Source: an optimization exercise on an open RTL-to-GDS flow (aim: small area and a short achievable clock period). Production flows keep margins and buffers that such runs may drop.
Where RTL was checked, it was by simulation tests only, not by an equivalence proof against the original.
No activity file was given, so power comes from the tool's default toggle rates.

Setup of run A:
Design fp16, start of the top module:
module fp16(
	input clk_50,reset_50,
	input [15:0] x_50,y_50,
	output [15:0] m_50,a_50
	);
export LEC_CHECK = 0
export CAP_MARGIN = 20
export CORE_MARGIN = 2
export CORE_UTILIZATION = 40
export CTS_BUF_LIST = sky130_fd_sc_hd__clkbuf_4 sky130_fd_sc_hd__clkbuf_8
export PLACE_DENSITY = 0.6
export SETUP_SLACK_MARGIN = 2.5
export SLEW_MARGIN = 20
export SYNTH_HIERARCHICAL = 1
export SYNTH_MINIMUM_KEEP_SIZE = 0
create_clock -name core_clock -period 6.0 [get_ports {clk_50}]
standard.sh (not shown) runs the stock make flow with config.mk's settings and CLKGATE_MAP_FILE= SYNTH_SCRIPT=/design/flow/synth_recipe.tcl, a recipe that flattens the netlist after the stock synthesis.
==> flow/flow/run.sh <==
#!/bin/bash
set -e
export BUFFER_PORTS_ARGS="-buffer_cell sky130_fd_sc_hd__buf_1"
bash standard.sh > standard.log 2>&1
> inputs changed (run A -> run B)
- SETUP_SLACK_MARGIN now 2.0, was 2.5
Findings:
- Run A and run B ended up with nearly the same clock insertion delay at the later pin of the skew report.
- As far as number of instances in the synthesized netlist is concerned, run B and run A perform about the same.
- Diff run B..run A | share of final layout cell area taken by non-clock buffers | unchanged
- Clock skew of run B is on par with run A.
- Final cycle utilization of the critical path: run A vs run B identical
- The total power was comparable across run A and run B.
- Looking at run A and run B, the sequential share of layout area is a wash.
- Comparing run A with run B, the portion of total power attributed to the clock network came out essentially unchanged.
- Re design area: no difference whatsoever between run B and run A.
Here is what was changed in the inputs of run C compared with run B.
- SETUP_SLACK_MARGIN: 2.0 -> 2.5
- CTS_BUF_LIST: sky130_fd_sc_hd__clkbuf_4 sky130_fd_sc_hd__clkbuf_8 -> unset
==> flow/run.sh (new file) <==
#!/bin/bash
# synth_recipe.tcl (not shown) runs the flow's synth.tcl, then flattens the netlist and writes it again
# the make line also repeats each setting of config.mk as NAME=value (left out here)
make -C /OpenROAD-flow-scripts/flow DESIGN_CONFIG=/design/flow/config.mk WORK_HOME=/design/flow/orfs CLKGATE_MAP_FILE= SYNTH_SCRIPT=/design/flow/synth_recipe.tcl finish
removed: flow/flow/run.sh
removed: flow/standard.sh
Findings:
Between run C and run B, it is run C whose number of DRC violations after detailed-routing iteration 0 is higher, by 26.
Run C did not stop at any stage, and its layout met the timing, DRC and antenna checks.
Compared with run B, in run C proportion of cell area occupied by multi-input gates -4.8 points, final worst slack -0.061 ns, internal reg-to-reg setup slack -0.06 ns, total half-perimeter wirelength after legalization and detailed placement +about 3%, post-detailed-routing wire length +5.3%.
As far as cell count along the critical path goes, run B and run C are indistinguishable; the numbers are identical.
In the flow results for run C and run B, the end-of-flow core utilization is smaller on run B.
Function was not checked in any run of this note: the RTL went through the layout flow alone.

* * *

fp16, a different RTL version from the one above (not shown whole).
Size: ~520 cells after synthesis, ~73 flip-flops, roughly 66 I/O pins, roughly 5400 um2 of cells after synthesis.
export LEC_CHECK = 0
export CAP_MARGIN = 20
export CORE_MARGIN = 2
export CORE_UTILIZATION = 40
export CTS_BUF_LIST = sky130_fd_sc_hd__clkbuf_4 sky130_fd_sc_hd__clkbuf_8
export PLACE_DENSITY = 0.6
export SETUP_SLACK_MARGIN = 2.5
export SLEW_MARGIN = 20
export SYNTH_HIERARCHICAL = 1
export SYNTH_MINIMUM_KEEP_SIZE = 0
create_clock -name core_clock -period 6.0 [get_ports {clk_50}]
==> flow/flow/run.sh <==
#!/bin/bash
set -e
export BUFFER_PORTS_ARGS="-buffer_cell sky130_fd_sc_hd__buf_1"
export CTS_ARGS="-sink_clustering_enable -repair_clock_nets -dont_use_dummy_load -buf_list {sky130_fd_sc_hd__clkbuf_2 sky130_fd_sc_hd__clkbuf_4}"
export RECOVER_POWER=50
bash standard.sh > standard.log 2>&1
Edit:
==> flow/flow/run.sh (replaced) <==
#!/bin/bash
set -e
export BUFFER_PORTS_ARGS="-buffer_cell sky130_fd_sc_hd__buf_1"
export CTS_ARGS="-sink_clustering_enable -repair_clock_nets -dont_use_dummy_load -buf_list {sky130_fd_sc_hd__clkbuf_4 sky130_fd_sc_hd__clkbuf_8}"
export RECOVER_POWER=50
bash standard.sh synth > synth.log 2>&1
openroad -no_init -exit flow/downsize.tcl > downsize.log 2>&1
bash standard.sh > standard.log 2>&1
==> flow/flow/downsize.tcl (new file) <==
# Swap a21oi_2 instances of the synthesized netlist for a21oi_1.
set f orfs/results/sky130hd/fp16/base/1_synth.odb
read_db $f
set db [ord::get_db]
set small [$db findMaster sky130_fd_sc_hd__a21oi_1]
set n 0
foreach inst [[ord::get_db_block] getInsts] {
  if {[[$inst getMaster] getName] eq "sky130_fd_sc_hd__a21oi_2"} {
    $inst swapMaster $small
    incr n
  }
}
puts "swapped $n a21oi_2 to a21oi_1"
write_db $f
The new run finished with timing, DRC and antenna clean.
Die area decreases slightly.
Routed wire length increases slightly.
Power decreases slightly.
Worst setup slack got worse by 340 ps.
Global-route usage is about the same.
Via count increases slightly.
Cell area decreases slightly.
Edit:
==> flow/flow/run.sh (replaced) <==
#!/bin/bash
set -e
export BUFFER_PORTS_ARGS="-buffer_cell sky130_fd_sc_hd__buf_1"
export CTS_ARGS="-sink_clustering_enable -repair_clock_nets -dont_use_dummy_load -buf_list {sky130_fd_sc_hd__clkbuf_4 sky130_fd_sc_hd__clkbuf_8}"
bash standard.sh > standard.log 2>&1
Settings changed: CORE_UTILIZATION 40 to 60, PLACE_DENSITY 0.6 to 0.7.
removed: flow/flow/downsize.tcl
Via count came out higher by 3.2%.
Combinational power came out higher by about 8%.
Global-route usage came out higher by 8.0 points.
Non-clock buffer count came out higher by 5.
Sequential share of layout area hardly moves.
Power came out higher by 5.0%.
Worst setup slack improved by 380 ps.
Hold slack got worse by 15 ps.
Register-to-register slack improved by 20 ps.

port drivers added, routing unchanged:
Ports are ideal in the flow. The routed layouts listed here were re-timed in OpenROAD.
Step 1 assumes that a clkbuf_16 drives the clock port and a buf_2 every other input.
Step 2 moves the port delays by t, midway between the first and last clock arrival at a register: inputs arrive t later, outputs are due t later. That takes back most of the time a late clock gives input paths.
a / b / c = ideal / step 1 / step 2; a / b = the first two.
run	t (ns)	setup slack, ns	hold slack, ns	worst data-port slew with drivers (ns)
run A	0.399	1.573 / 1.573 / 1.573	0.403 / 0.403 / 0.403	0.04
run B	0.399	1.573 / 1.573 / 1.573	0.403 / 0.403 / 0.403	0.04
run C	0.374	1.511 / 1.511 / 1.511	0.411 / 0.411 / 0.411	0.04
the first run of note 2	0.419	2.586 / 2.559 / 2.611	0.339 / 0.339 / 0.339	0.04
the second run of note 2	0.370	2.247 / 2.218 / 2.588	0.330 / 0.330 / 0.330	0.03
the third run of note 2	0.360	2.631 / 2.631 / 2.631	0.315 / 0.315 / 0.315	0.04
After both steps setup and hold are still met in every run listed.
